From an optimization exercise on the open Yosys and OpenROAD flow, aimed at small area, a short achievable clock period and few clock cycles; shortcuts taken in it are not production practice. In this exercise RTL edits were held to simulation tests only and were not proved equivalent to the original.

## flow/design.v (module list and top-level ports; edited modules follow where they fit)
// module frigate_cpu: 103 lines
// module hazard3_alu: 332 lines
// module hazard3_branchcmp: 173 lines
// module hazard3_core: 1488 lines
// module hazard3_add_fast: 28 lines
// module hazard3_cpu_2port: 299 lines
// module hazard3_csr: 1288 lines
// module hazard3_decode: 663 lines
// module hazard3_frontend: 503 lines
// module hazard3_instr_decompress: 422 lines
// module hazard3_irq_ctrl: 494 lines
// module hazard3_mul_fast: 221 lines
// module hazard3_mul_lo_booth: 809 lines
// module hazard3_muldiv_seq: 278 lines
// module hazard3_onehot_encode: 15 lines
// module hazard3_onehot_priority: 16 lines
// module hazard3_onehot_priority_dynamic: 46 lines
// module hazard3_pmp: 381 lines
// module hazard3_power_ctrl: 128 lines
// module hazard3_priority_encode: 23 lines
// module hazard3_regfile_1w2r: 67 lines
// module hazard3_shift_barrel: 85 lines
// module hazard3_triggers: 322 lines
module frigate_cpu (
	input  wire        clk,
	input  wire        rst_n,
	output wire [31:0] i_haddr,
	output wire [1:0]  i_htrans,
	output wire [2:0]  i_hsize,
	output wire [3:0]  i_hprot,
	input  wire        i_hready,
	input  wire [31:0] i_hrdata,
	output wire [31:0] d_haddr,
	output wire        d_hwrite,
	output wire [1:0]  d_htrans,
	output wire [2:0]  d_hsize,
	output wire [3:0]  d_hprot,
	output wire        d_hexcl,
	input  wire        d_hready,
	input  wire        d_hexokay,
	output wire [31:0] d_hwdata,
	input  wire [31:0] d_hrdata
);
  // ...
==> flow/flow/run.sh <==
#!/bin/bash
set -euo pipefail
bash standard.sh synth > synth.log 2>&1
bash standard.sh SETUP_SLACK_MARGIN=11 finish > layout.log 2>&1
==> flow/standard.sh <==
#!/bin/bash
# synth_recipe.tcl (not shown) runs the flow's synth.tcl, then flattens the netlist and writes it again
# the make line also repeats each setting of config.mk as NAME=value (left out here)
make -C /OpenROAD-flow-scripts/flow DESIGN_CONFIG=/design/flow/config.mk WORK_HOME=/design/flow/orfs CLKGATE_MAP_FILE= SYNTH_SCRIPT=/design/flow/synth_recipe.tcl "${@:-finish}"
==> flow/config.mk <==
export PLATFORM = sky130hd
export DESIGN_NAME = frigate_cpu
export DESIGN_NICKNAME = frigate_cpu
export VERILOG_FILES = /design/flow/design.v
export SDC_FILE = /design/flow/constraint.sdc
export NUM_CORES = 8
export LEC_CHECK = 0
export CAP_MARGIN = 20
export CORE_MARGIN = 2
export CORE_UTILIZATION = 50
export SLEW_MARGIN = 20
==> flow/constraint.sdc <==
create_clock -name core_clock -period 20.0 [get_ports {clk}]
set_input_delay 4.0000 -clock core_clock [delete_from_list [all_inputs] [get_ports {clk}]]
set_output_delay 4.0000 -clock core_clock [all_outputs]
set_load 0.01 [all_outputs]
==> summary.txt, run 1 <==
status complete, no violations; DRC 0; RSZ-0062 raised after global routing yes; most common cell in the netlist nand2_1; met3 WL about 130000 um; fmax 0.09708 GHz; #MultiIn Comb between 10k and 15k; non-filler cells, final 19.36k; Via density around 7.7; H-tree level count 4; Yosys top cell by area edfxtp_1; buffering overhead ~6.2%; multi-input logic area roughly 0.082 mm2; clk tree area frac ~4.7%; commonest non-fill, non-tap cell in the layout nand2_1; GR Util met2 ~72%; Routed WL a little under 800000 um; Post-DP Area roughly 0.15 mm2; final setup fails 0; Seq cells 2014; Final Hold Fails 0; max FFs per register 992; CP max stage cell nand4_1; port buffer count between 150 and 200; Post-synth EDFFs about 1000; root buf cell clkbuf_16; Initial DRC Count between 20k and 30k; post-synthesis simple-gate area fraction 14.48%; Netlist cell types ~110; clock period minus worst slack a little over 10 ns; reg2reg start cpu.core.has_muldiv.muldiv.op_r[2]$_DFFE_PN0N_; Setup WS post-layout ~9.7 ns; relative slew slack around 7.6%; Yosys top cell area share roughly a fifth; Final ANT Viol Nets 0
Testbench counts, summed over its fixed seeds: cycles 621,876.
==> module hazard3_decode, before the edit <==
module hazard3_decode #(
parameter RESET_VECTOR        = 32'h00000040,
parameter MTVEC_INIT          = 32'h00000000,
parameter EXTENSION_A         = 1,
parameter EXTENSION_C         = 1,
parameter EXTENSION_M         = 1,
parameter EXTENSION_ZBA       = 0,
parameter EXTENSION_ZBB       = 0,
parameter EXTENSION_ZBC       = 0,
parameter EXTENSION_ZBS       = 0,
parameter EXTENSION_ZBKB      = 0,
parameter EXTENSION_ZCB       = 0,
parameter EXTENSION_ZCMP      = 0,
parameter EXTENSION_ZIFENCEI  = 0,
parameter EXTENSION_XH3BEXTM  = 0,
parameter EXTENSION_XH3IRQ    = 1,
parameter EXTENSION_XH3PMPM   = 0,
parameter EXTENSION_XH3POWER  = 1,
parameter CSR_M_MANDATORY     = 1,
parameter CSR_M_TRAP          = 1,
parameter CSR_COUNTER         = 0,
parameter U_MODE              = 0,
parameter PMP_REGIONS         = 0,
parameter PMP_REGIONS_TEMP    = PMP_REGIONS ? PMP_REGIONS:1, 
parameter PMP_GRAIN           = 0,
parameter PMP_HARDWIRED       = PMP_REGIONS > 0 ? {PMP_REGIONS_TEMP{1'b0}} : 1'b0,
parameter PMP_HARDWIRED_ADDR  = PMP_REGIONS > 0 ? {PMP_REGIONS_TEMP{32'h0}} : 1'b0,
parameter PMP_HARDWIRED_CFG   = PMP_REGIONS > 0 ? {PMP_REGIONS_TEMP{8'h00}} : 1'b0,
parameter DEBUG_SUPPORT       = 1,
parameter BREAKPOINT_TRIGGERS = 0,
parameter NUM_IRQS            = 64,
parameter IRQ_PRIORITY_BITS   = 0,
parameter IRQ_INPUT_BYPASS    = {NUM_IRQS{1'b0}},
parameter MVENDORID_VAL       = 32'h0,
parameter MIMPID_VAL          = 32'h0,
parameter MHARTID_VAL         = 32'h0,
parameter MCONFIGPTR_VAL      = 32'h0,
parameter REDUCED_BYPASS      = 0,
parameter MULDIV_UNROLL       = 1,
parameter MUL_FAST            = 0,
parameter MUL_FASTER          = 0,
parameter MULH_FAST           = 0,
parameter FAST_BRANCHCMP      = 1,
parameter RESET_REGFILE       = 1,
parameter BRANCH_PREDICTOR    = 0,
parameter MTVEC_WMASK         = 32'hfffffffd,
parameter W_ADDR              = 32,    
parameter W_DATA              = 32     
,
parameter W_REGADDR = 5,
parameter W_ALUOP   = 6,
parameter W_ALUSRC  = 1,
parameter W_MEMOP   = 5,
parameter W_BCOND   = 2,
parameter W_SHAMT   = 5,
parameter W_EXCEPT  = 4,
parameter W_MULOP   = 3
) (
	input  wire                 clk,
	input  wire                 rst_n,
	input  wire [31:0]          fd_cir,
	input  wire [31:0]          fd_cir_next,
	input  wire [1:0]           fd_cir_err,
	input  wire [1:0]           fd_cir_predbranch,
	input  wire [1:0]           fd_cir_vld,
	output wire [1:0]           df_cir_use,
	output wire                 df_cir_flush_behind,
	output wire [3:0]           df_uop_step_next,
	output wire [W_ADDR-1:0]    d_pc,
	input  wire                 debug_mode,
	input  wire                 m_mode,
	input  wire                 trap_wfi,
	input  wire [W_ADDR-1:0]    debug_dpc_wdata,
	input  wire                 debug_dpc_wen,
	output wire [W_ADDR-1:0]    debug_dpc_rdata,
	output wire                 d_starved,
	input  wire                 x_stall,
	input  wire                 f_jump_now,
	input  wire [W_ADDR-1:0]    f_jump_target,
	input  wire                 x_jump_not_except,
	input  wire [W_ADDR-1:0]    d_btb_target_addr,
	output reg  [W_DATA-1:0]    d_imm,
	output reg  [W_REGADDR-1:0] d_rs1,
	output reg  [W_REGADDR-1:0] d_rs2,
	output reg  [W_REGADDR-1:0] d_rd,
	output reg  [2:0]           d_funct3_32b,
	output reg  [6:0]           d_funct7_32b,
	output reg  [W_ALUSRC-1:0]  d_alusrc_a,
	output reg  [W_ALUSRC-1:0]  d_alusrc_b,
	output reg  [W_ALUOP-1:0]   d_aluop,
	output reg  [W_MEMOP-1:0]   d_memop,
	output reg  [W_MULOP-1:0]   d_mulop,
	output reg                  d_csr_ren,
	output reg                  d_csr_wen,
	output reg  [1:0]           d_csr_wtype,
	output reg                  d_csr_w_imm,
	output reg  [W_BCOND-1:0]   d_branchcond,
	output reg  [W_ADDR-1:0]    d_addr_offs,
	output reg                  d_addr_is_regoffs,
	output wire [W_ADDR-1:0]    d_addr_offs_raw,
	output wire                 d_addr_is_regoffs_raw,
	output wire                 d_jump_override,
	output wire                 d_partial_predicted_branch,
	output wire [W_ADDR-1:0]    d_jump_override_target,
	output reg  [W_EXCEPT-1:0]  d_except,
	output reg                  d_sleep_wfi,
	output reg                  d_sleep_block,
	output reg                  d_sleep_unblock,
	output wire                 d_no_pc_increment,
	output wire                 d_uninterruptible,
	output reg                  d_fence_i
);
localparam RV_RS1_LSB = 15;
localparam RV_RS1_BITS = 5;
localparam RV_RS2_LSB = 20;
localparam RV_RS2_BITS = 5;
localparam RV_RD_LSB = 7;
localparam RV_RD_BITS = 5;
localparam ALUOP_ADD     = 6'h00; 
localparam ALUOP_SUB     = 6'h01; 
localparam ALUOP_LT      = 6'h02;
localparam ALUOP_LTU     = 6'h04;
localparam ALUOP_AND     = 6'h06;
localparam ALUOP_OR      = 6'h07;
localparam ALUOP_XOR     = 6'h08;
localparam ALUOP_SRL     = 6'h09;
localparam ALUOP_SRA     = 6'h0a;
localparam ALUOP_SLL     = 6'h0b;
localparam ALUOP_MULDIV  = 6'h0c;
localparam ALUOP_RS2     = 6'h0d;  
localparam ALUOP_SHXADD  = 6'h20;
localparam ALUOP_CLZ     = 6'h23;
localparam ALUOP_CPOP    = 6'h24;
localparam ALUOP_CTZ     = 6'h25;
localparam ALUOP_ANDN    = 6'h26;  
localparam ALUOP_ORN     = 6'h27;  
localparam ALUOP_XNOR    = 6'h28;  
localparam ALUOP_MAX     = 6'h29;
localparam ALUOP_MAXU    = 6'h2a;
localparam ALUOP_MIN     = 6'h2b;
localparam ALUOP_MINU    = 6'h2c;
localparam ALUOP_ORC_B   = 6'h2d;
localparam ALUOP_REV8    = 6'h2e;
localparam ALUOP_ROL     = 6'h2f;
localparam ALUOP_ROR     = 6'h30;
localparam ALUOP_SEXT_B  = 6'h31;
localparam ALUOP_SEXT_H  = 6'h32;
localparam ALUOP_ZEXT_H  = 6'h33;
localparam ALUOP_CLMUL   = 6'h34;
localparam ALUOP_BCLR    = 6'h35;
localparam ALUOP_BEXT    = 6'h36;
localparam ALUOP_BINV    = 6'h37;
localparam ALUOP_BSET    = 6'h38;
localparam ALUOP_PACK    = 6'h39;
localparam ALUOP_PACKH   = 6'h3a;
localparam ALUOP_BREV8   = 6'h3b;
localparam ALUOP_ZIP     = 6'h3c;
localparam ALUOP_UNZIP   = 6'h3d;
localparam ALUOP_BEXTM   = 6'h3e;
localparam ALUSRCA_RS1 = 1'h0;
localparam ALUSRCA_PC  = 1'h1;
localparam ALUSRCB_RS2 = 1'h0;
localparam ALUSRCB_IMM = 1'h1;
localparam MEMOP_LW   = 5'h00;
localparam MEMOP_LH   = 5'h01;
localparam MEMOP_LB   = 5'h02;
localparam MEMOP_LHU  = 5'h03;
localparam MEMOP_LBU  = 5'h04;
localparam MEMOP_SW   = 5'h05;
localparam MEMOP_SH   = 5'h06;
localparam MEMOP_SB   = 5'h07;
localparam MEMOP_LR_W = 5'h08;
localparam MEMOP_SC_W = 5'h09;
localparam MEMOP_AMO  = 5'h0a;
localparam MEMOP_NONE = 5'h10;
localparam BCOND_NEVER  = 2'h0;
localparam BCOND_ALWAYS = 2'h1;
localparam BCOND_ZERO   = 2'h2;
localparam BCOND_NZERO  = 2'h3;
localparam CSR_WTYPE_W    = 2'h0;
localparam CSR_WTYPE_S    = 2'h1;
localparam CSR_WTYPE_C    = 2'h2;
localparam EXCEPT_NONE           = 4'hf;
localparam EXCEPT_INSTR_MISALIGN = 4'h0;
localparam EXCEPT_INSTR_FAULT    = 4'h1;
localparam EXCEPT_INSTR_ILLEGAL  = 4'h2;
localparam EXCEPT_EBREAK         = 4'h3;
localparam EXCEPT_LOAD_ALIGN     = 4'h4;
localparam EXCEPT_LOAD_FAULT     = 4'h5;
localparam EXCEPT_STORE_ALIGN    = 4'h6;
localparam EXCEPT_STORE_FAULT    = 4'h7;
localparam EXCEPT_ECALL_U        = 4'h8;
localparam EXCEPT_MRET           = 4'ha;  
localparam EXCEPT_ECALL_M        = 4'hb;
localparam M_OP_MUL    = 3'h0;
localparam M_OP_MULH   = 3'h1;
localparam M_OP_MULHSU = 3'h2;
localparam M_OP_MULHU  = 3'h3;
localparam M_OP_DIV    = 3'h4;
localparam M_OP_DIVU   = 3'h5;
localparam M_OP_REM    = 3'h6;
localparam M_OP_REMU   = 3'h7;
localparam HAVE_CSR = CSR_M_MANDATORY || CSR_M_TRAP || CSR_COUNTER;
wire [31:0] p_instr;
wire        p_instr_is_32bit;
wire        p_invalid_16bit;
reg         p_invalid_32bit;
wire        p_invalid = p_invalid_16bit || p_invalid_32bit;
wire        d_instr_is_32bit = &fd_cir[1:0] || ~|EXTENSION_C;
reg         r_invalid;
wire        d_invalid = r_invalid;
wire        uop_seq_raw;
wire        uop_final;
wire        uop_no_pc_update;
wire        uop_atomic;
wire        uop_stall;
wire        uop_clear;
hazard3_instr_decompress #(
.RESET_VECTOR        (RESET_VECTOR),
.MTVEC_INIT          (MTVEC_INIT),
.EXTENSION_A         (EXTENSION_A),
.EXTENSION_C         (EXTENSION_C),
.EXTENSION_M         (EXTENSION_M),
.EXTENSION_ZBA       (EXTENSION_ZBA),
.EXTENSION_ZBB       (EXTENSION_ZBB),
.EXTENSION_ZBC       (EXTENSION_ZBC),
.EXTENSION_ZBS       (EXTENSION_ZBS),
.EXTENSION_ZBKB      (EXTENSION_ZBKB),
.EXTENSION_ZCB       (EXTENSION_ZCB),
.EXTENSION_ZCMP      (EXTENSION_ZCMP),
.EXTENSION_ZIFENCEI  (EXTENSION_ZIFENCEI),
.EXTENSION_XH3BEXTM  (EXTENSION_XH3BEXTM),
.EXTENSION_XH3IRQ    (EXTENSION_XH3IRQ),
.EXTENSION_XH3PMPM   (EXTENSION_XH3PMPM),
.EXTENSION_XH3POWER  (EXTENSION_XH3POWER),
.CSR_M_MANDATORY     (CSR_M_MANDATORY),
.CSR_M_TRAP          (CSR_M_TRAP),
.CSR_COUNTER         (CSR_COUNTER),
.U_MODE              (U_MODE),
.PMP_REGIONS         (PMP_REGIONS),
.PMP_GRAIN           (PMP_GRAIN),
.PMP_HARDWIRED       (PMP_HARDWIRED),
.PMP_HARDWIRED_ADDR  (PMP_HARDWIRED_ADDR),
.PMP_HARDWIRED_CFG   (PMP_HARDWIRED_CFG),
.DEBUG_SUPPORT       (DEBUG_SUPPORT),
.BREAKPOINT_TRIGGERS (BREAKPOINT_TRIGGERS),
.NUM_IRQS            (NUM_IRQS),
.IRQ_PRIORITY_BITS   (IRQ_PRIORITY_BITS),
.IRQ_INPUT_BYPASS    (IRQ_INPUT_BYPASS),
.MVENDORID_VAL       (MVENDORID_VAL),
.MIMPID_VAL          (MIMPID_VAL),
.MHARTID_VAL         (MHARTID_VAL),
.MCONFIGPTR_VAL      (MCONFIGPTR_VAL),
.REDUCED_BYPASS      (REDUCED_BYPASS),
.MULDIV_UNROLL       (MULDIV_UNROLL),
.MUL_FAST            (MUL_FAST),
.MUL_FASTER          (MUL_FASTER),
.MULH_FAST           (MULH_FAST),
.FAST_BRANCHCMP      (FAST_BRANCHCMP),
.BRANCH_PREDICTOR    (BRANCH_PREDICTOR),
.MTVEC_WMASK         (MTVEC_WMASK),
.RESET_REGFILE       (RESET_REGFILE),
.W_ADDR              (W_ADDR),
.W_DATA              (W_DATA)
) decomp (
	.clk                        (clk),
	.rst_n                      (rst_n),
	.instr_in                   (fd_cir_next),
	.instr_is_32bit             (p_instr_is_32bit),
	.instr_out                  (p_instr),
	.instr_out_is_uop           (uop_seq_raw),
	.instr_out_is_final_uop     (uop_final),
	.instr_out_uop_no_pc_update (uop_no_pc_update),
	.instr_out_uop_atomic       (uop_atomic),
	.instr_out_uop_stall        (uop_stall),
	.instr_out_uop_clear        (uop_clear),
	.df_uop_step_next           (df_uop_step_next),
	.invalid                    (p_invalid_16bit)
);
wire   uop_seq           = uop_seq_raw && !d_starved;
wire   uop_nonfinal      = uop_seq && !uop_final;
assign uop_stall         = x_stall || d_starved;
assign d_uninterruptible = uop_atomic && !d_invalid;
assign d_no_pc_increment = uop_nonfinal;
assign uop_clear         = f_jump_now && !df_cir_flush_behind;
wire [31:0] p_imm_i = {{21{p_instr[31]}}, p_instr[30:20]};
wire [31:0] p_imm_s = {{21{p_instr[31]}}, p_instr[30:25], p_instr[11:7]};
wire [31:0] p_imm_b = {{20{p_instr[31]}}, p_instr[7], p_instr[30:25], p_instr[11:8], 1'b0};
wire [31:0] p_imm_u = {p_instr[31:12], {12{1'b0}}};
wire [31:0] p_imm_j = {{12{p_instr[31]}}, p_instr[19:12], p_instr[20], p_instr[30:21], 1'b0};
wire d_except_instr_bus_fault = fd_cir_vld > 2'd0 && fd_cir_err[0] ||
	fd_cir_vld > 2'd1 && d_instr_is_32bit && fd_cir_err[1];
assign d_starved = ~|fd_cir_vld || fd_cir_vld[0] && d_instr_is_32bit;
wire d_stall = x_stall || d_starved || uop_nonfinal;
assign df_cir_use =
	d_starved || d_stall ? 2'h0 :
	d_instr_is_32bit ? 2'h2 : 2'h1;
wire jump_caused_by_d = f_jump_now && x_jump_not_except;
wire assert_cir_lock = jump_caused_by_d && d_stall;
wire deassert_cir_lock = !d_stall;
reg cir_lock_prev;
wire cir_lock = (cir_lock_prev && !deassert_cir_lock) || assert_cir_lock;
assign df_cir_flush_behind = assert_cir_lock && !cir_lock_prev;
always @ (posedge clk or negedge rst_n) begin
	if (!rst_n) begin
		cir_lock_prev <= 1'b0;
	end else begin
		cir_lock_prev <= cir_lock;
	end
end
reg  [W_ADDR-1:0] pc;
wire [W_ADDR-1:0] pc_seq_next = pc + (
	|EXTENSION_ZCMP && uop_seq && uop_no_pc_update ? 32'h0 :
	d_instr_is_32bit                               ? 32'h4 : 32'h2
);
assign d_pc = pc;
assign debug_dpc_rdata = pc;
wire partial_predicted_branch = !d_starved &&
	|BRANCH_PREDICTOR && d_instr_is_32bit && ^fd_cir_predbranch;
wire predicted_branch = |BRANCH_PREDICTOR && fd_cir_predbranch[0];
wire hold_pc_on_cir_lock = assert_cir_lock && !(uop_seq && !uop_no_pc_update);
wire update_pc_on_cir_unlock = cir_lock_prev && deassert_cir_lock && !(uop_seq && uop_no_pc_update);
always @ (posedge clk or negedge rst_n) begin
	if (!rst_n) begin
		pc <= RESET_VECTOR;
	end else begin
		if (debug_dpc_wen) begin
			pc <= debug_dpc_wdata;
		end else if (debug_mode) begin
			pc <= pc;
		end else if ((f_jump_now && !hold_pc_on_cir_lock) || update_pc_on_cir_unlock) begin
			pc <= f_jump_target;
		end else if (!d_stall && !cir_lock) begin
			pc <= predicted_branch ? d_btb_target_addr : pc_seq_next;
		end
	end
end
reg [W_ADDR-1:0] p_addr_offs;
reg [W_ADDR-1:0] r_addr_offs;
wire             p_opc_branch = p_instr[6:2] == 5'b11000;
reg              r_opc_branch;
always @ (*) begin
	casez ({|EXTENSION_A, |EXTENSION_ZIFENCEI, p_instr[6:2]})
	{1'bz, 1'bz, 5'b11011}: p_addr_offs = p_imm_j      ;  
	{1'bz, 1'bz, 5'b11000}: p_addr_offs = p_imm_b      ;  
	{1'bz, 1'bz, 5'b01000}: p_addr_offs = p_imm_s      ;  
	{1'bz, 1'bz, 5'b11001}: p_addr_offs = p_imm_i      ;  
	{1'bz, 1'bz, 5'b00000}: p_addr_offs = p_imm_i      ;  
	{1'b1, 1'bz, 5'b01011}: p_addr_offs = 32'h0000_0000;  
	{1'bz, 1'b1, 5'b00011}: p_addr_offs = 32'h0000_0004;  
	default:                p_addr_offs = 32'hxxxx_xxxx;
	endcase
end
assign d_addr_offs_raw = r_addr_offs;
assign d_addr_is_regoffs_raw = r_addr_is_regoffs;
wire d_predbranch_offs = r_opc_branch && |BRANCH_PREDICTOR && (
	!d_instr_is_32bit && fd_cir_predbranch[0] ||
	 d_instr_is_32bit && fd_cir_predbranch[1]
);
assign d_jump_override = partial_predicted_branch || d_predbranch_offs;
assign d_partial_predicted_branch = partial_predicted_branch;
assign d_jump_override_target = partial_predicted_branch ? pc : pc_seq_next;
always @ (*) begin
	d_addr_offs = r_addr_offs;
	if (r_opc_branch && |BRANCH_PREDICTOR) begin
		if (!d_instr_is_32bit && fd_cir_predbranch[0])
			d_addr_offs = 32'h2;
		else if (d_instr_is_32bit && fd_cir_predbranch[1])
			d_addr_offs = 32'h4;
	end
	if (partial_predicted_branch) begin
		d_addr_offs = 32'h0000_0000;
	end
end
localparam X0 = {W_REGADDR{1'b0}};
reg [W_REGADDR-1:0]  p_rs1;
reg [W_REGADDR-1:0]  r_rs1;
reg [W_REGADDR-1:0]  p_rs2;
reg [W_REGADDR-1:0]  r_rs2;
reg [W_REGADDR-1:0]  p_rd;
reg [W_REGADDR-1:0]  r_rd;
reg [W_DATA-1:0]     p_imm;
reg [W_DATA-1:0]     r_imm;
reg [W_ALUSRC-1:0]   p_alusrc_a;
reg [W_ALUSRC-1:0]   r_alusrc_a;
reg [W_ALUSRC-1:0]   p_alusrc_b;
reg [W_ALUSRC-1:0]   r_alusrc_b;
reg [W_ALUOP-1:0]    p_aluop;
reg [W_ALUOP-1:0]    r_aluop;
reg [W_MEMOP-1:0]    p_memop;
reg [W_MEMOP-1:0]    r_memop;
reg [W_MULOP-1:0]    p_mulop;
reg [W_MULOP-1:0]    r_mulop;
reg                  p_csr_ren;
reg                  r_csr_ren;
reg                  p_csr_wen;
reg                  r_csr_wen;
reg [1:0]            p_csr_wtype;
reg [1:0]            r_csr_wtype;
reg                  p_csr_w_imm;
reg                  r_csr_w_imm;
reg [W_BCOND-1:0]    p_branchcond;
reg [W_BCOND-1:0]    r_branchcond;
reg                  p_addr_is_regoffs;
reg                  r_addr_is_regoffs;
reg [W_EXCEPT-1:0]   p_except;
reg [W_EXCEPT-1:0]   r_except;
reg                  p_sleep_wfi;
reg                  r_sleep_wfi;
reg                  p_sleep_block;
reg                  r_sleep_block;
reg                  p_sleep_unblock;
reg                  r_sleep_unblock;
reg                  p_fence_i;
reg                  r_fence_i;
always @ (*) begin
	p_rs1 = p_instr[19:15];
	p_rs2 = p_instr[24:20];
	p_rd  = p_instr[11: 7];
	p_imm = p_imm_i;
	p_alusrc_a = ALUSRCA_RS1;
	p_alusrc_b = ALUSRCB_RS2;
	p_aluop = ALUOP_ADD;
	p_memop = MEMOP_NONE;
	p_mulop = M_OP_MUL;
	p_csr_ren = 1'b0;
	p_csr_wen = 1'b0;
	p_csr_wtype = CSR_WTYPE_W;
	p_csr_w_imm = 1'b0;
	p_branchcond = BCOND_NEVER;
	p_addr_is_regoffs = 1'b0;
	p_invalid_32bit = 1'b0;
	p_except = EXCEPT_NONE;
	p_sleep_wfi = 1'b0;
	p_sleep_block = 1'b0;
	p_sleep_unblock = 1'b0;
	p_fence_i = 1'b0;
	casez (p_instr)
	32'b?????????????????000?????1100011:       begin p_invalid_32bit = DEBUG_SUPPORT && debug_mode; p_rd = X0; p_aluop = ALUOP_SUB; p_branchcond = BCOND_ZERO;  end
	32'b?????????????????001?????1100011:       begin p_invalid_32bit = DEBUG_SUPPORT && debug_mode; p_rd = X0; p_aluop = ALUOP_SUB; p_branchcond = BCOND_NZERO; end
	32'b?????????????????100?????1100011:       begin p_invalid_32bit = DEBUG_SUPPORT && debug_mode; p_rd = X0; p_aluop = ALUOP_LT;  p_branchcond = BCOND_NZERO; end
	32'b?????????????????101?????1100011:       begin p_invalid_32bit = DEBUG_SUPPORT && debug_mode; p_rd = X0; p_aluop = ALUOP_LT;  p_branchcond = BCOND_ZERO; end
	32'b?????????????????110?????1100011:      begin p_invalid_32bit = DEBUG_SUPPORT && debug_mode; p_rd = X0; p_aluop = ALUOP_LTU; p_branchcond = BCOND_NZERO; end
	32'b?????????????????111?????1100011:      begin p_invalid_32bit = DEBUG_SUPPORT && debug_mode; p_rd = X0; p_aluop = ALUOP_LTU; p_branchcond = BCOND_ZERO; end
	32'b?????????????????000?????1100111:      begin p_invalid_32bit = DEBUG_SUPPORT && debug_mode; p_branchcond = BCOND_ALWAYS; p_addr_is_regoffs = 1'b1; p_rs2 = X0; p_aluop = ALUOP_ADD; p_alusrc_a = ALUSRCA_PC; p_alusrc_b = ALUSRCB_IMM; p_imm = p_instr_is_32bit ? 32'h4 : 32'h2; end
	32'b?????????????????????????1101111:       begin p_invalid_32bit = DEBUG_SUPPORT && debug_mode; p_branchcond = BCOND_ALWAYS; p_rs1 = X0;               p_rs2 = X0; p_aluop = ALUOP_ADD; p_alusrc_a = ALUSRCA_PC; p_alusrc_b = ALUSRCB_IMM; p_imm = p_instr_is_32bit ? 32'h4 : 32'h2; end
	32'b?????????????????????????0110111:       begin p_aluop = ALUOP_RS2; p_imm = p_imm_u; p_alusrc_b = ALUSRCB_IMM; p_rs2 = X0; p_rs1 = X0; end
	32'b?????????????????????????0010111:     begin p_invalid_32bit = DEBUG_SUPPORT && debug_mode; p_aluop = ALUOP_ADD; p_imm = p_imm_u; p_alusrc_b = ALUSRCB_IMM; p_rs2 = X0; p_alusrc_a = ALUSRCA_PC;  p_rs1 = X0; end
	32'b?????????????????000?????0010011:      begin p_aluop = ALUOP_ADD; p_imm = p_imm_i; p_alusrc_b = ALUSRCB_IMM; p_rs2 = X0; end
	32'b0000000??????????001?????0010011:      begin p_aluop = ALUOP_SLL; p_imm = p_imm_i; p_alusrc_b = ALUSRCB_IMM; p_rs2 = X0; end
	32'b?????????????????010?????0010011:      begin p_aluop = ALUOP_LT;  p_imm = p_imm_i; p_alusrc_b = ALUSRCB_IMM; p_rs2 = X0; end
	32'b?????????????????011?????0010011:     begin p_aluop = ALUOP_LTU; p_imm = p_imm_i; p_alusrc_b = ALUSRCB_IMM; p_rs2 = X0; end
	32'b?????????????????100?????0010011:      begin p_aluop = ALUOP_XOR; p_imm = p_imm_i; p_alusrc_b = ALUSRCB_IMM; p_rs2 = X0; end
	32'b0000000??????????101?????0010011:      begin p_aluop = ALUOP_SRL; p_imm = p_imm_i; p_alusrc_b = ALUSRCB_IMM; p_rs2 = X0; end
	32'b0100000??????????101?????0010011:      begin p_aluop = ALUOP_SRA; p_imm = p_imm_i; p_alusrc_b = ALUSRCB_IMM; p_rs2 = X0; end
	32'b?????????????????110?????0010011:       begin p_aluop = ALUOP_OR;  p_imm = p_imm_i; p_alusrc_b = ALUSRCB_IMM; p_rs2 = X0; end
	32'b?????????????????111?????0010011:      begin p_aluop = ALUOP_AND; p_imm = p_imm_i; p_alusrc_b = ALUSRCB_IMM; p_rs2 = X0; end
	32'b0000000??????????000?????0110011:       begin p_aluop = ALUOP_ADD; end
	32'b0100000??????????000?????0110011:       begin p_aluop = ALUOP_SUB; end
	32'b0000000??????????001?????0110011:       begin p_aluop = ALUOP_SLL; end
	32'b0000000??????????011?????0110011:      begin p_aluop = ALUOP_LTU; end
	32'b0000000??????????100?????0110011:       begin p_aluop = ALUOP_XOR; end
	32'b0000000??????????101?????0110011:       begin p_aluop = ALUOP_SRL; end
	32'b0100000??????????101?????0110011:       begin p_aluop = ALUOP_SRA; end
	32'b0000000??????????110?????0110011:        begin p_aluop = ALUOP_OR;  end
	32'b0000000??????????111?????0110011:       begin p_aluop = ALUOP_AND; end
	32'b?????????????????000?????0000011:        begin p_addr_is_regoffs = 1'b1; p_rs2 = X0; p_memop = MEMOP_LB;  end
	32'b?????????????????001?????0000011:        begin p_addr_is_regoffs = 1'b1; p_rs2 = X0; p_memop = MEMOP_LH;  end
	32'b?????????????????010?????0000011:        begin p_addr_is_regoffs = 1'b1; p_rs2 = X0; p_memop = MEMOP_LW;  end
	32'b?????????????????100?????0000011:       begin p_addr_is_regoffs = 1'b1; p_rs2 = X0; p_memop = MEMOP_LBU; end
	32'b?????????????????101?????0000011:       begin p_addr_is_regoffs = 1'b1; p_rs2 = X0; p_memop = MEMOP_LHU; end
	32'b?????????????????000?????0100011:        begin p_addr_is_regoffs = 1'b1; p_aluop = ALUOP_RS2; p_memop = MEMOP_SB;  p_rd = X0; end
	32'b?????????????????001?????0100011:        begin p_addr_is_regoffs = 1'b1; p_aluop = ALUOP_RS2; p_memop = MEMOP_SH;  p_rd = X0; end
	32'b?????????????????010?????0100011:        begin p_addr_is_regoffs = 1'b1; p_aluop = ALUOP_RS2; p_memop = MEMOP_SW;  p_rd = X0; end
	32'b0000000??????????010?????0110011:       begin
		p_aluop = ALUOP_LT;
		if (|EXTENSION_XH3POWER && ~|p_rd && ~|p_rs1) begin
			if (p_rs2 == 5'h00) begin
				p_invalid_32bit = trap_wfi;
				p_sleep_block = !trap_wfi;
			end else if (p_rs2 == 5'h01) begin
				p_invalid_32bit = trap_wfi;
				p_sleep_unblock = !trap_wfi;
			end
		end
	end
	32'b0000001??????????000?????0110011:       if (EXTENSION_M) begin p_aluop = ALUOP_MULDIV; p_mulop = M_OP_MUL;    end else begin p_invalid_32bit = 1'b1; end
	32'b0000001??????????001?????0110011:      if (EXTENSION_M) begin p_aluop = ALUOP_MULDIV; p_mulop = M_OP_MULH;   end else begin p_invalid_32bit = 1'b1; end
	32'b0000001??????????010?????0110011:    if (EXTENSION_M) begin p_aluop = ALUOP_MULDIV; p_mulop = M_OP_MULHSU; end else begin p_invalid_32bit = 1'b1; end
	32'b0000001??????????011?????0110011:     if (EXTENSION_M) begin p_aluop = ALUOP_MULDIV; p_mulop = M_OP_MULHU;  end else begin p_invalid_32bit = 1'b1; end
	32'b0000001??????????100?????0110011:       if (EXTENSION_M) begin p_aluop = ALUOP_MULDIV; p_mulop = M_OP_DIV;    end else begin p_invalid_32bit = 1'b1; end
	32'b0000001??????????101?????0110011:      if (EXTENSION_M) begin p_aluop = ALUOP_MULDIV; p_mulop = M_OP_DIVU;   end else begin p_invalid_32bit = 1'b1; end
	32'b0000001??????????110?????0110011:       if (EXTENSION_M) begin p_aluop = ALUOP_MULDIV; p_mulop = M_OP_REM;    end else begin p_invalid_32bit = 1'b1; end
	32'b0000001??????????111?????0110011:      if (EXTENSION_M) begin p_aluop = ALUOP_MULDIV; p_mulop = M_OP_REMU;   end else begin p_invalid_32bit = 1'b1; end
	32'b00010??00000?????010?????0101111:      if (EXTENSION_A) begin p_addr_is_regoffs = 1'b1; p_memop = MEMOP_LR_W; p_rs2 = X0;           end else begin p_invalid_32bit = 1'b1; end
	32'b00011????????????010?????0101111:      if (EXTENSION_A) begin p_addr_is_regoffs = 1'b1; p_memop = MEMOP_SC_W; p_aluop = ALUOP_RS2;  end else begin p_invalid_32bit = 1'b1; end
	32'b00001????????????010?????0101111: if (EXTENSION_A) begin p_addr_is_regoffs = 1'b1; p_memop = MEMOP_AMO;  p_aluop = ALUOP_RS2;  end else begin p_invalid_32bit = 1'b1; end
	32'b00000????????????010?????0101111:  if (EXTENSION_A) begin p_addr_is_regoffs = 1'b1; p_memop = MEMOP_AMO;  p_aluop = ALUOP_ADD;  end else begin p_invalid_32bit = 1'b1; end
	32'b00100????????????010?????0101111:  if (EXTENSION_A) begin p_addr_is_regoffs = 1'b1; p_memop = MEMOP_AMO;  p_aluop = ALUOP_XOR;  end else begin p_invalid_32bit = 1'b1; end
	32'b01100????????????010?????0101111:  if (EXTENSION_A) begin p_addr_is_regoffs = 1'b1; p_memop = MEMOP_AMO;  p_aluop = ALUOP_AND;  end else begin p_invalid_32bit = 1'b1; end
	32'b01000????????????010?????0101111:   if (EXTENSION_A) begin p_addr_is_regoffs = 1'b1; p_memop = MEMOP_AMO;  p_aluop = ALUOP_OR;   end else begin p_invalid_32bit = 1'b1; end
	32'b10000????????????010?????0101111:  if (EXTENSION_A) begin p_addr_is_regoffs = 1'b1; p_memop = MEMOP_AMO;  p_aluop = ALUOP_MIN;  end else begin p_invalid_32bit = 1'b1; end
	32'b10100????????????010?????0101111:  if (EXTENSION_A) begin p_addr_is_regoffs = 1'b1; p_memop = MEMOP_AMO;  p_aluop = ALUOP_MAX;  end else begin p_invalid_32bit = 1'b1; end
	32'b11000????????????010?????0101111: if (EXTENSION_A) begin p_addr_is_regoffs = 1'b1; p_memop = MEMOP_AMO;  p_aluop = ALUOP_MINU; end else begin p_invalid_32bit = 1'b1; end
	32'b11100????????????010?????0101111: if (EXTENSION_A) begin p_addr_is_regoffs = 1'b1; p_memop = MEMOP_AMO;  p_aluop = ALUOP_MAXU; end else begin p_invalid_32bit = 1'b1; end
	32'b0010000??????????010?????0110011:    if (EXTENSION_ZBA)  begin p_aluop = ALUOP_SHXADD;                                                        end else begin p_invalid_32bit = 1'b1; end
	32'b0010000??????????100?????0110011:    if (EXTENSION_ZBA)  begin p_aluop = ALUOP_SHXADD;                                                        end else begin p_invalid_32bit = 1'b1; end
	32'b0010000??????????110?????0110011:    if (EXTENSION_ZBA)  begin p_aluop = ALUOP_SHXADD;                                                        end else begin p_invalid_32bit = 1'b1; end
	32'b0100000??????????111?????0110011:      if (EXTENSION_ZBB)  begin p_aluop = ALUOP_ANDN;                                                          end else begin p_invalid_32bit = 1'b1; end
	32'b011000000000?????001?????0010011:       if (EXTENSION_ZBB)  begin p_aluop = ALUOP_CLZ;    p_rs2 = X0;                                            end else begin p_invalid_32bit = 1'b1; end
	32'b011000000010?????001?????0010011:      if (EXTENSION_ZBB)  begin p_aluop = ALUOP_CPOP;   p_rs2 = X0;                                            end else begin p_invalid_32bit = 1'b1; end
	32'b011000000001?????001?????0010011:       if (EXTENSION_ZBB)  begin p_aluop = ALUOP_CTZ;    p_rs2 = X0;                                            end else begin p_invalid_32bit = 1'b1; end
	32'b0000101??????????110?????0110011:       if (EXTENSION_ZBB)  begin p_aluop = ALUOP_MAX;                                                           end else begin p_invalid_32bit = 1'b1; end
	32'b0000101??????????111?????0110011:      if (EXTENSION_ZBB)  begin p_aluop = ALUOP_MAXU;                                                          end else begin p_invalid_32bit = 1'b1; end
	32'b0000101??????????100?????0110011:       if (EXTENSION_ZBB)  begin p_aluop = ALUOP_MIN;                                                           end else begin p_invalid_32bit = 1'b1; end
	32'b0000101??????????101?????0110011:      if (EXTENSION_ZBB)  begin p_aluop = ALUOP_MINU;                                                          end else begin p_invalid_32bit = 1'b1; end
	32'b001010000111?????101?????0010011:     if (EXTENSION_ZBB)  begin p_aluop = ALUOP_ORC_B;  p_rs2 = X0;                                            end else begin p_invalid_32bit = 1'b1; end
	32'b0100000??????????110?????0110011:       if (EXTENSION_ZBB)  begin p_aluop = ALUOP_ORN;                                                           end else begin p_invalid_32bit = 1'b1; end
	32'b011010011000?????101?????0010011:      if (EXTENSION_ZBB)  begin p_aluop = ALUOP_REV8;   p_rs2 = X0;                                            end else begin p_invalid_32bit = 1'b1; end
	32'b0110000??????????001?????0110011:       if (EXTENSION_ZBB)  begin p_aluop = ALUOP_ROL;                                                           end else begin p_invalid_32bit = 1'b1; end
	32'b0110000??????????101?????0110011:       if (EXTENSION_ZBB)  begin p_aluop = ALUOP_ROR;                                                           end else begin p_invalid_32bit = 1'b1; end
	32'b0110000??????????101?????0010011:      if (EXTENSION_ZBB)  begin p_aluop = ALUOP_ROR;    p_rs2 = X0; p_imm = p_imm_i; p_alusrc_b = ALUSRCB_IMM; end else begin p_invalid_32bit = 1'b1; end
	32'b011000000100?????001?????0010011:    if (EXTENSION_ZBB)  begin p_aluop = ALUOP_SEXT_B; p_rs2 = X0;                                            end else begin p_invalid_32bit = 1'b1; end
	32'b011000000101?????001?????0010011:    if (EXTENSION_ZBB)  begin p_aluop = ALUOP_SEXT_H; p_rs2 = X0;                                            end else begin p_invalid_32bit = 1'b1; end
	32'b0100000??????????100?????0110011:      if (EXTENSION_ZBB)  begin p_aluop = ALUOP_XNOR;                                                          end else begin p_invalid_32bit = 1'b1; end
	32'b000010000000?????100?????0110011:    if (EXTENSION_ZBB)  begin p_aluop = ALUOP_ZEXT_H; p_rs2 = X0;                                            end else begin p_invalid_32bit = 1'b1; end
	32'b0000101??????????001?????0110011:     if (EXTENSION_ZBC)  begin p_aluop = ALUOP_CLMUL;                                                         end else begin p_invalid_32bit = 1'b1; end
	32'b0000101??????????011?????0110011:    if (EXTENSION_ZBC)  begin p_aluop = ALUOP_CLMUL;                                                         end else begin p_invalid_32bit = 1'b1; end
	32'b0000101??????????010?????0110011:    if (EXTENSION_ZBC)  begin p_aluop = ALUOP_CLMUL;                                                         end else begin p_invalid_32bit = 1'b1; end
	32'b0100100??????????001?????0110011:      if (EXTENSION_ZBS)  begin p_aluop = ALUOP_BCLR;                                                          end else begin p_invalid_32bit = 1'b1; end
	32'b0100100??????????001?????0010011:     if (EXTENSION_ZBS)  begin p_aluop = ALUOP_BCLR;   p_rs2 = X0; p_imm = p_imm_i; p_alusrc_b = ALUSRCB_IMM; end else begin p_invalid_32bit = 1'b1; end
	32'b0100100??????????101?????0110011:      if (EXTENSION_ZBS)  begin p_aluop = ALUOP_BEXT;                                                          end else begin p_invalid_32bit = 1'b1; end
	32'b0100100??????????101?????0010011:     if (EXTENSION_ZBS)  begin p_aluop = ALUOP_BEXT;   p_rs2 = X0; p_imm = p_imm_i; p_alusrc_b = ALUSRCB_IMM; end else begin p_invalid_32bit = 1'b1; end
	32'b0110100??????????001?????0110011:      if (EXTENSION_ZBS)  begin p_aluop = ALUOP_BINV;                                                          end else begin p_invalid_32bit = 1'b1; end
	32'b0110100??????????001?????0010011:     if (EXTENSION_ZBS)  begin p_aluop = ALUOP_BINV;   p_rs2 = X0; p_imm = p_imm_i; p_alusrc_b = ALUSRCB_IMM; end else begin p_invalid_32bit = 1'b1; end
	32'b0010100??????????001?????0110011:      if (EXTENSION_ZBS)  begin p_aluop = ALUOP_BSET;                                                          end else begin p_invalid_32bit = 1'b1; end
	32'b0010100??????????001?????0010011:     if (EXTENSION_ZBS)  begin p_aluop = ALUOP_BSET;   p_rs2 = X0; p_imm = p_imm_i; p_alusrc_b = ALUSRCB_IMM; end else begin p_invalid_32bit = 1'b1; end
	32'b0000100??????????100?????0110011:      if (EXTENSION_ZBKB) begin p_aluop = ALUOP_PACK;                                                          end else begin p_invalid_32bit = 1'b1; end
	32'b0000100??????????111?????0110011:     if (EXTENSION_ZBKB) begin p_aluop = ALUOP_PACKH;                                                         end else begin p_invalid_32bit = 1'b1; end
	32'b011010000111?????101?????0010011:     if (EXTENSION_ZBKB) begin p_aluop = ALUOP_BREV8;  p_rs2 = X0;                                            end else begin p_invalid_32bit = 1'b1; end
	32'b000010001111?????101?????0010011:     if (EXTENSION_ZBKB) begin p_aluop = ALUOP_UNZIP;  p_rs2 = X0;                                            end else begin p_invalid_32bit = 1'b1; end
	32'b000010001111?????001?????0010011:       if (EXTENSION_ZBKB) begin p_aluop = ALUOP_ZIP;    p_rs2 = X0;                                            end else begin p_invalid_32bit = 1'b1; end
	32'b000???0??????????000?????0001011:  if (EXTENSION_XH3BEXTM) begin p_aluop = ALUOP_BEXTM;                                                         end else begin p_invalid_32bit = 1'b1; end
	32'b000???0??????????100?????0001011: if (EXTENSION_XH3BEXTM) begin p_aluop = ALUOP_BEXTM;  p_rs2 = X0; p_imm = p_imm_i; p_alusrc_b = ALUSRCB_IMM; end else begin p_invalid_32bit = 1'b1; end
	32'b????????????00000000000000001111:     begin p_rs2 = X0; end   
	32'b00000000000000000001000000001111:   if (EXTENSION_ZIFENCEI)    begin p_invalid_32bit = DEBUG_SUPPORT && debug_mode; p_branchcond = BCOND_ALWAYS; p_fence_i = 1'b1; end else begin p_invalid_32bit = 1'b1; end  
	32'b?????????????????001?????1110011:     if (HAVE_CSR)              begin p_imm = p_imm_i; p_csr_wen = 1'b1  ; p_csr_ren = |p_rd; p_csr_wtype = CSR_WTYPE_W; end else begin p_invalid_32bit = 1'b1; end
	32'b?????????????????010?????1110011:     if (HAVE_CSR)              begin p_imm = p_imm_i; p_csr_wen = |p_rs1; p_csr_ren = 1'b1 ; p_csr_wtype = CSR_WTYPE_S; end else begin p_invalid_32bit = 1'b1; end
	32'b?????????????????011?????1110011:     if (HAVE_CSR)              begin p_imm = p_imm_i; p_csr_wen = |p_rs1; p_csr_ren = 1'b1 ; p_csr_wtype = CSR_WTYPE_C; end else begin p_invalid_32bit = 1'b1; end
	32'b?????????????????101?????1110011:    if (HAVE_CSR)              begin p_imm = p_imm_i; p_csr_wen = 1'b1  ; p_csr_ren = |p_rd; p_csr_wtype = CSR_WTYPE_W; p_csr_w_imm = 1'b1; end else begin p_invalid_32bit = 1'b1; end
	32'b?????????????????110?????1110011:    if (HAVE_CSR)              begin p_imm = p_imm_i; p_csr_wen = |p_rs1; p_csr_ren = 1'b1 ; p_csr_wtype = CSR_WTYPE_S; p_csr_w_imm = 1'b1; end else begin p_invalid_32bit = 1'b1; end
	32'b?????????????????111?????1110011:    if (HAVE_CSR)              begin p_imm = p_imm_i; p_csr_wen = |p_rs1; p_csr_ren = 1'b1 ; p_csr_wtype = CSR_WTYPE_C; p_csr_w_imm = 1'b1; end else begin p_invalid_32bit = 1'b1; end
	32'b00000000000000000000000001110011:     if (HAVE_CSR)              begin p_except = m_mode || !U_MODE ? EXCEPT_ECALL_M : EXCEPT_ECALL_U;  p_rs2 = X0; p_rs1 = X0; p_rd = X0; end else begin p_invalid_32bit = 1'b1; end
	32'b00000000000100000000000001110011:    if (HAVE_CSR)              begin p_except = EXCEPT_EBREAK; p_rs2 = X0; p_rs1 = X0; p_rd = X0; end else begin p_invalid_32bit = 1'b1; end
	32'b00110000001000000000000001110011:      if (HAVE_CSR && m_mode)    begin p_except = EXCEPT_MRET;   p_rs2 = X0; p_rs1 = X0; p_rd = X0; end else begin p_invalid_32bit = 1'b1; end
	32'b00010000010100000000000001110011:       if (HAVE_CSR && !trap_wfi) begin p_sleep_wfi = 1'b1;       p_rs2 = X0; p_rs1 = X0; p_rd = X0; end else begin p_invalid_32bit = 1'b1; end
	default:      begin p_invalid_32bit = 1'b1; end
	endcase
end
wire d_decode_hold = x_stall && !d_starved;
always @ (posedge clk or negedge rst_n) begin
	if (!rst_n) begin
		r_rs1 <= 0;
		r_rs2 <= 0;
		r_rd <= 0;
		r_imm <= 0;
		r_alusrc_a <= ALUSRCA_RS1;
		r_alusrc_b <= ALUSRCB_RS2;
		r_aluop <= ALUOP_ADD;
		r_memop <= MEMOP_NONE;
		r_mulop <= M_OP_MUL;
		r_csr_ren <= 0;
		r_csr_wen <= 0;
		r_csr_wtype <= CSR_WTYPE_W;
		r_csr_w_imm <= 0;
		r_branchcond <= BCOND_NEVER;
		r_addr_is_regoffs <= 0;
		r_except <= EXCEPT_NONE;
		r_sleep_wfi <= 0;
		r_sleep_block <= 0;
		r_sleep_unblock <= 0;
		r_fence_i <= 0;
		r_invalid <= 1'b1;
		r_addr_offs <= {W_ADDR{1'b0}};
		r_opc_branch <= 1'b0;
	end else if (!d_decode_hold) begin
		r_rs1 <= p_rs1;
		r_rs2 <= p_rs2;
		r_rd <= p_rd;
		r_imm <= p_imm;
		r_alusrc_a <= p_alusrc_a;
		r_alusrc_b <= p_alusrc_b;
		r_aluop <= p_aluop;
		r_memop <= p_memop;
		r_mulop <= p_mulop;
		r_csr_ren <= p_csr_ren;
		r_csr_wen <= p_csr_wen;
		r_csr_wtype <= p_csr_wtype;
		r_csr_w_imm <= p_csr_w_imm;
		r_branchcond <= p_branchcond;
		r_addr_is_regoffs <= p_addr_is_regoffs;
		r_except <= p_except;
		r_sleep_wfi <= p_sleep_wfi;
		r_sleep_block <= p_sleep_block;
		r_sleep_unblock <= p_sleep_unblock;
		r_fence_i <= p_fence_i;
		r_invalid <= p_invalid;
		r_addr_offs <= p_addr_offs;
		r_opc_branch <= p_opc_branch;
	end
end
always @ (*) begin
	d_rs1 = r_rs1;
	d_rs2 = r_rs2;
	d_rd = r_rd;
	d_imm = r_imm;
	d_alusrc_a = r_alusrc_a;
	d_alusrc_b = r_alusrc_b;
	d_aluop = r_aluop;
	d_memop = r_memop;
	d_mulop = r_mulop;
	d_csr_ren = r_csr_ren;
	d_csr_wen = r_csr_wen;
	d_csr_wtype = r_csr_wtype;
	d_csr_w_imm = r_csr_w_imm;
	d_branchcond = r_branchcond;
	d_addr_is_regoffs = r_addr_is_regoffs;
	d_except = r_except;
	d_sleep_wfi = r_sleep_wfi;
	d_sleep_block = r_sleep_block;
	d_sleep_unblock = r_sleep_unblock;
	d_fence_i = r_fence_i;
	d_funct3_32b = fd_cir[14:12];
	d_funct7_32b = fd_cir[31:25];
	if (d_invalid || d_starved || d_except_instr_bus_fault || partial_predicted_branch) begin
		d_rs1             = {W_REGADDR{1'b0}};
		d_rs2             = {W_REGADDR{1'b0}};
		d_rd              = {W_REGADDR{1'b0}};
		d_memop           = MEMOP_NONE;
		d_branchcond      = BCOND_NEVER;
		d_csr_ren         = 1'b0;
		d_csr_wen         = 1'b0;
		d_except          = EXCEPT_NONE;
		d_sleep_wfi       = 1'b0;
		d_sleep_block     = 1'b0;
		d_sleep_unblock   = 1'b0;
		d_addr_is_regoffs = 1'b1;
		if (EXTENSION_M)
			d_aluop = ALUOP_ADD;
		if (d_except_instr_bus_fault)
			d_except = EXCEPT_INSTR_FAULT;
		else if (d_invalid && !d_starved)
			d_except = EXCEPT_INSTR_ILLEGAL;
	end
	if (partial_predicted_branch) begin
		d_addr_is_regoffs = 1'b0;
		d_branchcond = BCOND_ALWAYS;
	end
	if (cir_lock_prev) begin
		d_branchcond = BCOND_NEVER;
	end
end
endmodule
==> inputs of run 2 (changes only) <==
--- a/flow/design.v
+++ b/flow/design.v
@@ -1468,4 +1468,6 @@
 	if (MUL_FAST) begin: has_fast_mul
 		wire x_issue_fast_mul = x_use_fast_mul && |d_rd && !x_stall && !MUL_FASTER;
+		wire [W_DATA-1:0] x_mul_op_a = x_rs1_bypass & {W_DATA{x_use_fast_mul || !MUL_FASTER}};
+		wire [W_DATA-1:0] x_mul_op_b = x_rs2_bypass & {W_DATA{x_use_fast_mul || !MUL_FASTER}};
 		hazard3_mul_fast #(
 .RESET_VECTOR        (RESET_VECTOR),
@@ -1520,6 +1522,6 @@
 			.op_vld     (x_issue_fast_mul),
 			.op         (d_mulop),
-			.op_a       (x_rs1_bypass),
-			.op_b       (x_rs2_bypass),
+			.op_a       (x_mul_op_a),
+			.op_b       (x_mul_op_b),
 			.result     (m_fast_mul_result),
 			.result_vld (m_fast_mul_result_vld)
@@ -1963,9 +1965,6 @@
 	end
 end
-always @ (posedge clk or negedge rst_n) begin
-	if (!rst_n) begin
-		xm_result <= {W_DATA{1'b0}};
-		xm_addr_align <= 2'b00;
-	end else if (!m_stall && !(|EXTENSION_A && x_amo_phase == 3'h3 && !bus_dph_ready_d)) begin
+always @ (posedge clk) begin
+	if (!m_stall && !(|EXTENSION_A && x_amo_phase == 3'h3 && !bus_dph_ready_d)) begin
 		xm_result <=
 			d_csr_ren                               ? x_csr_rdata       :
@@ -2071,8 +2070,6 @@
 assign m_reg_wen_if_nonzero = !m_bus_stall && xm_except == EXCEPT_NONE;
 wire m_reg_wen = |xm_rd && m_reg_wen_if_nonzero;
-always @ (posedge clk or negedge rst_n) begin
-	if (!rst_n) begin
-		mw_result <= {W_DATA{1'b0}};
-	end else if (m_reg_wen_if_nonzero && !(|EXTENSION_A && x_amo_phase[1])) begin
+always @ (posedge clk) begin
+	if (m_reg_wen_if_nonzero && !(|EXTENSION_A && x_amo_phase[1])) begin
 		mw_result <= m_result;
 	end
@@ -4285,28 +4282,11 @@
 always @ (posedge clk or negedge rst_n) begin
 	if (!rst_n) begin
-		r_rs1 <= 0;
-		r_rs2 <= 0;
-		r_rd <= 0;
-		r_imm <= 0;
-		r_alusrc_a <= ALUSRCA_RS1;
-		r_alusrc_b <= ALUSRCB_RS2;
-		r_aluop <= ALUOP_ADD;
-		r_memop <= MEMOP_NONE;
-		r_mulop <= M_OP_MUL;
-		r_csr_ren <= 0;
-		r_csr_wen <= 0;
-		r_csr_wtype <= CSR_WTYPE_W;
-		r_csr_w_imm <= 0;
-		r_branchcond <= BCOND_NEVER;
-		r_addr_is_regoffs <= 0;
-		r_except <= EXCEPT_NONE;
-		r_sleep_wfi <= 0;
-		r_sleep_block <= 0;
-		r_sleep_unblock <= 0;
-		r_fence_i <= 0;
 		r_invalid <= 1'b1;
-		r_addr_offs <= {W_ADDR{1'b0}};
-		r_opc_branch <= 1'b0;
 	end else if (!d_decode_hold) begin
+		r_invalid <= p_invalid;
+	end
+end
+always @ (posedge clk) begin
+	if (!d_decode_hold) begin
 		r_rs1 <= p_rs1;
 		r_rs2 <= p_rs2;
@@ -4329,5 +4309,4 @@
 		r_sleep_unblock <= p_sleep_unblock;
 		r_fence_i <= p_fence_i;
-		r_invalid <= p_invalid;
 		r_addr_offs <= p_addr_offs;
 		r_opc_branch <= p_opc_branch;
@@ -4513,17 +4492,7 @@
 		for (i = 0; i < FIFO_DEPTH; i = i + 1) begin
 			fifo_valid_hw[i] <= 2'b00;
-			fifo_mem[i] <= 32'h0;
-			fifo_err[i] <= 1'b0;
-			fifo_predbranch[i] <= 2'b00;
-			fifo_pred_id[i] <= 1'b0;
 		end
 	end else begin
 		for (i = 0; i < FIFO_DEPTH; i = i + 1) begin
-			if (fifo_pop || (fifo_push && !fifo_valid[i])) begin
-				fifo_mem[i]        <= fifo_valid[i + 1] ? fifo_mem[(i + 1) % FIFO_DEPTH]        : mem_data;
-				fifo_err[i]        <= fifo_valid[i + 1] ? fifo_err[(i + 1) % FIFO_DEPTH]        : mem_data_err;
-				fifo_predbranch[i] <= fifo_valid[i + 1] ? fifo_predbranch[(i + 1) % FIFO_DEPTH] : mem_data_predbranch;
-				fifo_pred_id[i]    <= fifo_valid[i + 1] ? fifo_pred_id[(i + 1) % FIFO_DEPTH]    : mem_data_pred_id;
-			end
 			fifo_valid_hw[i] <=
 				jump_now                                                 ? 2'h0                            :
@@ -4534,11 +4503,24 @@
 		end
 		if (fifo_dbg_inject) begin
-			fifo_mem[0] <= dbg_instr_data;
-			fifo_err[0] <= 1'b0;
-			fifo_predbranch[0] <= 2'b00;
 			fifo_valid_hw[0] <= jump_now ? 2'b00 : 2'b11;
 		end
 	end
 end
+always @ (posedge clk) begin: fifo_data_update
+	integer i;
+	for (i = 0; i < FIFO_DEPTH; i = i + 1) begin
+		if (fifo_pop || (fifo_push && !fifo_valid[i])) begin
+			fifo_mem[i]        <= fifo_valid[i + 1] ? fifo_mem[(i + 1) % FIFO_DEPTH]        : mem_data;
+			fifo_err[i]        <= fifo_valid[i + 1] ? fifo_err[(i + 1) % FIFO_DEPTH]        : mem_data_err;
+			fifo_predbranch[i] <= fifo_valid[i + 1] ? fifo_predbranch[(i + 1) % FIFO_DEPTH] : mem_data_predbranch;
+			fifo_pred_id[i]    <= fifo_valid[i + 1] ? fifo_pred_id[(i + 1) % FIFO_DEPTH]    : mem_data_pred_id;
+		end
+	end
+	if (fifo_dbg_inject) begin
+		fifo_mem[0] <= dbg_instr_data;
+		fifo_err[0] <= 1'b0;
+		fifo_predbranch[0] <= 2'b00;
+	end
+end
 assign pwrdown_ok = fifo_full && !jump_target_vld;
 reg [W_ADDR-1:0] btb_src_addr    [0:1];
@@ -4557,9 +4539,4 @@
 		integer e;
 		if (!rst_n) begin
-			for (e = 0; e < 2; e = e + 1) begin
-				btb_src_addr[e] <= {W_ADDR{1'b0}};
-				btb_src_size[e] <= 1'b0;
-				btb_target_addr[e] <= {W_ADDR{1'b0}};
-			end
 			btb_valid <= 2'b00;
 			btb_lru <= 1'b0;
@@ -4567,7 +4544,4 @@
 			btb_valid <= 2'b00;
 		end else if (btb_set) begin
-			btb_src_addr[btb_set_idx] <= btb_set_src_addr;
-			btb_src_size[btb_set_idx] <= btb_set_src_size;
-			btb_target_addr[btb_set_idx] <= btb_set_target_addr;
 			btb_valid[btb_set_idx] <= 1'b1;
 			btb_lru <= !btb_set_idx;
@@ -4576,4 +4550,11 @@
 		end
 	end
+	always @ (posedge clk) begin
+		if (btb_set && !btb_clear) begin
+			btb_src_addr[btb_set_idx] <= btb_set_src_addr;
+			btb_src_size[btb_set_idx] <= btb_set_src_size;
+			btb_target_addr[btb_set_idx] <= btb_set_target_addr;
+		end
+	end
 end else begin: no_btb
 	always_comb begin: btb_none
@@ -4799,4 +4780,7 @@
 	&fetch_data_hwvld ? 2'h2 : 2'h1
 ) : 2'h0;
+always @ (posedge clk) begin
+	{hwbuf, cir} <= instr_data_plus_fetch;
+end
 wire [1:0] buf_level_next =
 	jump_now && cir_flush_behind   ? (cir[1:0] == 2'b11 || ~|EXTENSION_C ? 2'h2 : 2'h1) :
@@ -4806,6 +4790,4 @@
 		buf_level <= 2'h0;
 		cir_vld <= 2'h0;
-		hwbuf <= 16'h0;
-		cir <= 16'h0;
 		cir_bus_err <= 3'h0;
 		cir_predbranch_reg <= 3'h0;
@@ -4817,5 +4799,4 @@
 		cir_predbranch_reg <= cir_predbranch_plus_fetch;
 		cir_pred_id_reg <= cir_pred_id_plus_fetch;
-		{hwbuf, cir} <= instr_data_plus_fetch;
 	end
 end
@@ -7057,4 +7038,7 @@
 reg sign_postadj_carry;
 localparam CTR_TOP = XLEN[W_CTR-1:0];
+wire [XLEN+1:0] div_skip_trial = {1'b0, accum[2*XLEN-8:XLEN-8]} + {2'b11, op_b_sign_adj};
+wire            div_skip8 = is_div && |op_b_sign_adj && ~|accum[2*XLEN-1:2*XLEN-7] &&
+	div_skip_trial[XLEN+1] && ctr >= 6'd8;
 always @ (posedge clk or negedge rst_n) begin
 	if (!rst_n) begin
@@ -7067,6 +7051,4 @@
 		op_b_neg_r <= 1'b0;
 		prenegate_op_b <= 1'b0;
-		op_b_adj_r <= {XLEN{1'b0}};
-		accum <= {XLEN*2{1'b0}};
 	end else if (op_kill || (op_vld && op_rdy)) begin
 		ctr <= op_vld ? CTR_TOP : {W_CTR{1'b0}};
@@ -7075,7 +7057,5 @@
 		sign_postadj_carry <= 1'b0;
 		prenegate_op_b <= 1'b0;
-		op_b_adj_r <= op_b;
 		op_r <= op;
-		accum <= {{XLEN{1'b0}}, op_a};
 	end else if (!sign_preadj_done) begin
 		op_a_neg_r <= op_a_neg;
@@ -7083,23 +7063,15 @@
 		sign_preadj_done <= 1'b1;
 		if (accum_neg_l || (op_b_neg ^ is_div)) begin
-			if (accum_neg_l)
-				accum[0 +: XLEN] <= accum_next[0 +: XLEN];
 			if (op_b_neg ^ is_div) begin
 				prenegate_op_b <= 1'b1;
-				op_b_adj_r <= -op_b_adj_r;
 			end
 		end else begin
 			ctr <= ctr - MULDIV_UNROLL[W_CTR-1:0];
-			accum <= accum_next;
 		end
 	end else if (|ctr) begin
-		ctr <= ctr - MULDIV_UNROLL[W_CTR-1:0];
-		accum <= accum_next;
+		ctr <= ctr - (div_skip8 ? 6'd8 : MULDIV_UNROLL[W_CTR-1:0]);
 	end else if (!sign_postadj_done || sign_postadj_carry) begin
 		sign_postadj_done <= 1'b1;
-		if (accum_inv_h || accum_incr_h)
-			accum[XLEN +: XLEN] <= accum_next[XLEN +: XLEN];
 		if (accum_neg_l) begin
-			accum[0 +: XLEN] <= accum_next[0 +: XLEN];
 			if (!is_div) begin
 				sign_postadj_carry <= neg_l_borrow;
@@ -7109,4 +7081,26 @@
 	end
 end
+always @ (posedge clk) begin
+	if (op_kill || (op_vld && op_rdy)) begin
+		op_b_adj_r <= op_b;
+		accum <= {{XLEN{1'b0}}, op_a};
+	end else if (!sign_preadj_done) begin
+		if (accum_neg_l || (op_b_neg ^ is_div)) begin
+			if (accum_neg_l)
+				accum[0 +: XLEN] <= accum_next[0 +: XLEN];
+			if (op_b_neg ^ is_div)
+				op_b_adj_r <= -op_b_adj_r;
+		end else begin
+			accum <= accum_next;
+		end
+	end else if (|ctr) begin
+		accum <= div_skip8 ? {accum[2*XLEN-9:0], 8'h00} : accum_next;
+	end else if (!sign_postadj_done || sign_postadj_carry) begin
+		if (accum_inv_h || accum_incr_h)
+			accum[XLEN +: XLEN] <= accum_next[XLEN +: XLEN];
+		if (accum_neg_l)
+			accum[0 +: XLEN] <= accum_next[0 +: XLEN];
+	end
+end
 wire do_postadj = ~|{ctr, sign_postadj_done};
 wire op_signs_differ = op_a_neg_r ^ op_b_neg_r;
@@ -7789,6 +7783,4 @@
 		if (!rst_n) begin
 			mem_written <= {N_REGS-1{1'b0}};
-			rdata1 <= {W_DATA{1'b0}};
-			rdata2 <= {W_DATA{1'b0}};
 		end else begin
 			for (k = 1; k < N_REGS; k = k + 1) begin
@@ -7797,8 +7789,10 @@
 				end
 			end
-			rdata1 <= rd1;
-			rdata2 <= rd2;
 		end
 	end
+	always @ (posedge clk) begin
+		rdata1 <= rd1;
+		rdata2 <= rd2;
+	end
 end else begin: real_dualport_noreset
 	reg [W_DATA-1:0] mem [0:N_REGS-1];
==> summary.txt, run 2 <==
status complete, but fails checks (was complete, no violations); YS warnings 26 (was 29); commonest non-fill, non-tap cell in the layout nand2_1 (unchanged); CTS tree built (unchanged); Fin Hold WS 0.4409 ns (was 0.4751 ns); CP max stage delay 0.51 ns (was 0.73 ns); most common cell in the netlist nand2_1 (unchanged); Yosys top cell area share 30.42% (was 21.13%); Initial DRT Pass Iterations 13 (was 22); Netlist cell types 122 (was 113); Area growth, synth to finish 15.83% (was 14.86%); initial antenna violation count 110 (was 74); max FFs per register 992 (unchanged); port buffer count 168 (unchanged); Die Width 536.4 um (was 535.0 um); Synth area leaders edfxtp_1, dfrtp_1, a21oi_1 (unchanged); wire per inst 41.59 um (was 40.32 um); relative slew slack -34.06% (was 7.556%); global placer's final weighted congestion 1.176 (was 1.094); most used cell, CP buf_6; RSZ-0062 raised after global routing yes (unchanged); Worst EP arrival 5.81 ns (was 6.30 ns); Total Routing Usage GR 54.40% (was 52.19%); CP max stage cell or4b_1 (was nand4_1); H-tree level count 4 (unchanged); number of synthesized register bits 2014 (unchanged); Setup WS post-layout 10.19 ns (was 9.699 ns); worst skew pair latency 1.03 ns (was 1.01 ns); Avg Inst Size Synth 9.180 um2 (was 9.145 um2); Final ANT Viol Nets 0 (unchanged); fin. max-slew vios 2 (was 0); Commonest cells post-synth nand2_1, edfxtp_1, a21oi_1 (was nand2_1, a21oi_1, nor2_1); first-pass GRT wire length 1102000 um (was 1068000 um); clock period minus worst slack 9.813 ns (was 10.30 ns); CORE AREA 0.2820 mm2 (was 0.2799 mm2); Via density 7.769 (was 7.749); DRC 0 (unchanged); Inst Count DP 18.67k (was 18.60k); hpwl dp 526300 um (was 509600 um); most frequent cells in the layout nand2_1, edfxtp_1, a21oi_1, nor2_1, o21ai_0 (was nand2_1, a21oi_1, nor2_1, edfxtp_1, o21ai_0); Ports 185 (unchanged); violated checks capacitance limit, slew limit; CTS max path bufs 4 (unchanged); Initial Util 50.26% (was 50.38%); Routed WL 813300 um (was 780500 um); worst slew pin tran 1.955 ns (was 1.372 ns); type of the tightest min-delay check flop to flop (unchanged); CTS Buf Count 223 (was 222); Post-synth EDFFs 1436 (was 992); Yosys top cell by area edfxtp_1 (unchanged); DIE HEIGHT 536.4 um (was 535.0 um); die area 0.2878 mm2 (was 0.2862 mm2); root buf cell clkbuf_16 (unchanged); Largest Register cpu.core.regs.real_dualport_reset.mem (unchanged); CTS sink count 2014 (unchanged); CTS clk-pin slew, worst paths 0.06 ns (was 0.07 ns); CP max FO 8 (was 16); Max Cap Viol 1 (was 0); fmax 0.1019 GHz (was 0.09708 GHz); remaining global-route overflow 0 (unchanged); crit path kind flop to primary output (unchanged); # nets final 16.10k (was 15.93k); non-filler cells, final 19.55k (was 19.36k); largest net degree at the start of global routing 84 (was 175); Final Hold Fails 0 (unchanged); Initial DRC Count 30.29k (was 29.43k); period utilization 49.06% (was 51.51%); final setup fails 0 (unchanged); layout cell share with drive strength beyond 1 15.20% (was 15.53%)
run 2: changes by cell type in the layout (fill, tap and decap cells not counted), sizes merged, moves of 124 or more:
cell	before	now
edfxtp	992	1436
o22ai	236	360
dfxtp	0	128
a22oi	694	543
nand2	1339	1569
dfrtp	1002	434
run 2: layout make-up:
cell class	instances	area (um2)
antenna	95	237.7
clock buffer	281	6025
clock inverter	137	1610
fill	24040	117900
inverter	463	1908
multi-input combinational	11680	81420
sequential	2014	57000
tap	3743	4683
timing repair buffer	1143	11280
timing repair inverter	2	17.52
run 2: worst max-delay path: cells and delay by family, from the launching register on:
kind | cells | cell delay [ns]
buf+inv | 13 | 2.16
simple gates | 6 | 1.02
compound gates | 4 | 0.81
flops | 1 | 0.49
fa+ha+maj | 1 | 0.27
run 2: per-stage QoR:
| stage | util, % | instance area (um2) |
|---|---|---|
| 2_1_floorplan | - | 141800 |
| 3_3_place_gp | 52.84 | 149000 |
| 3_5_place_dp | 52.86 | 149100 |
| 4_1_cts | 57.27 | 161500 |
| 5_1_grt | 58.14 | 164000 |
| 6_report | 58.21 | 164200 |
run 2: what timing repair did:
item / 4_1_cts / 5_1_grt
resized for setup: 666 / 325
pin swaps: 111 / 129
hold buffers: 0 / 0
cloned: 41 / 9
buffers inserted: 218 / 97
endpoints found under the setup margin: 346 / 331
run 2: cells by family (layout without fill, tap and decap cells):
kind of cell    Yosys count  in the layout  share of synthesized area (%)
compound gates         5104           5110                          23.99
buf+inv                1771           2026                          4.915
fa+ha+maj               514            514                          5.554
xor+xnor                618            618                          3.819
flops                  2014           2014                          40.19
mux                     837            837                          6.506
simple gates           4580           4580                          15.03
other cells               2            111                       0.005298
run 2: routing by layer:
layer	share of wire, %	GRT usage [%]
met5	0.067	1.349
met4	12	47.96
met3	17	26.02
met2	39	74.05
met1	32	63.26
run 2: path summary, 6_finish.rpt:
kind,startpoint,end,slack [ns],depth (start not counted)
max in group asynchronous,rst_n,cpu.core.x_amo_phase[0]$_DFFE_PN0P_,12.69,5
min,cpu.core.unblock_out$_DFF_PN0_,cpu.core.power_ctrl.block_wakeup_req$_DFF_PN0_,0.44,1
max reg2reg,cpu.core.bp2_s_xm$_DFF_PN0_,cpu.core.xm_result[10]$_DFFE_PP_,10.83,25
max,cpu.core.bp1_s_xm$_DFF_PN0_,i_haddr[30],10.19,24
min reg2reg,cpu.core.unblock_out$_DFF_PN0_,cpu.core.power_ctrl.block_wakeup_req$_DFF_PN0_,0.44,1
min in group asynchronous,rst_n,cpu.core.frontend.btb_valid[0]$_DFFE_PN0P_,3.02,1
Testbench counts of run 2, summed over its fixed seeds: cycles 609,054.

[re-timing with driven ports]
The flow's constraints put no driver on any port. The routed layouts listed below were extracted and timed again, unchanged, in two steps.
Step 1 assumes that a clkbuf_16 drives the clock port and a buf_2 every other input.
Step 2 adds t to the input delays and takes it off the output delays; t is the mean of the earliest and latest rising clock arrival at the registers after step 1. Input paths then give back, and output paths get back, about the clock's delay inside the block.
a / b / c = ideal / step 1 / step 2; a / b = the first two.
run | t, ns | setup WS [ns] | worst data-port slew with drivers (ns)
run 1 | 1.050 | 9.699 / 9.583 / 9.809 | 0.14
run 2 | 1.041 | 10.187 / 10.093 / 10.046 | 0.23
The setup slack of run 2, which loses most, moves by -0.094 ns with the drivers and by -0.141 ns with both steps.
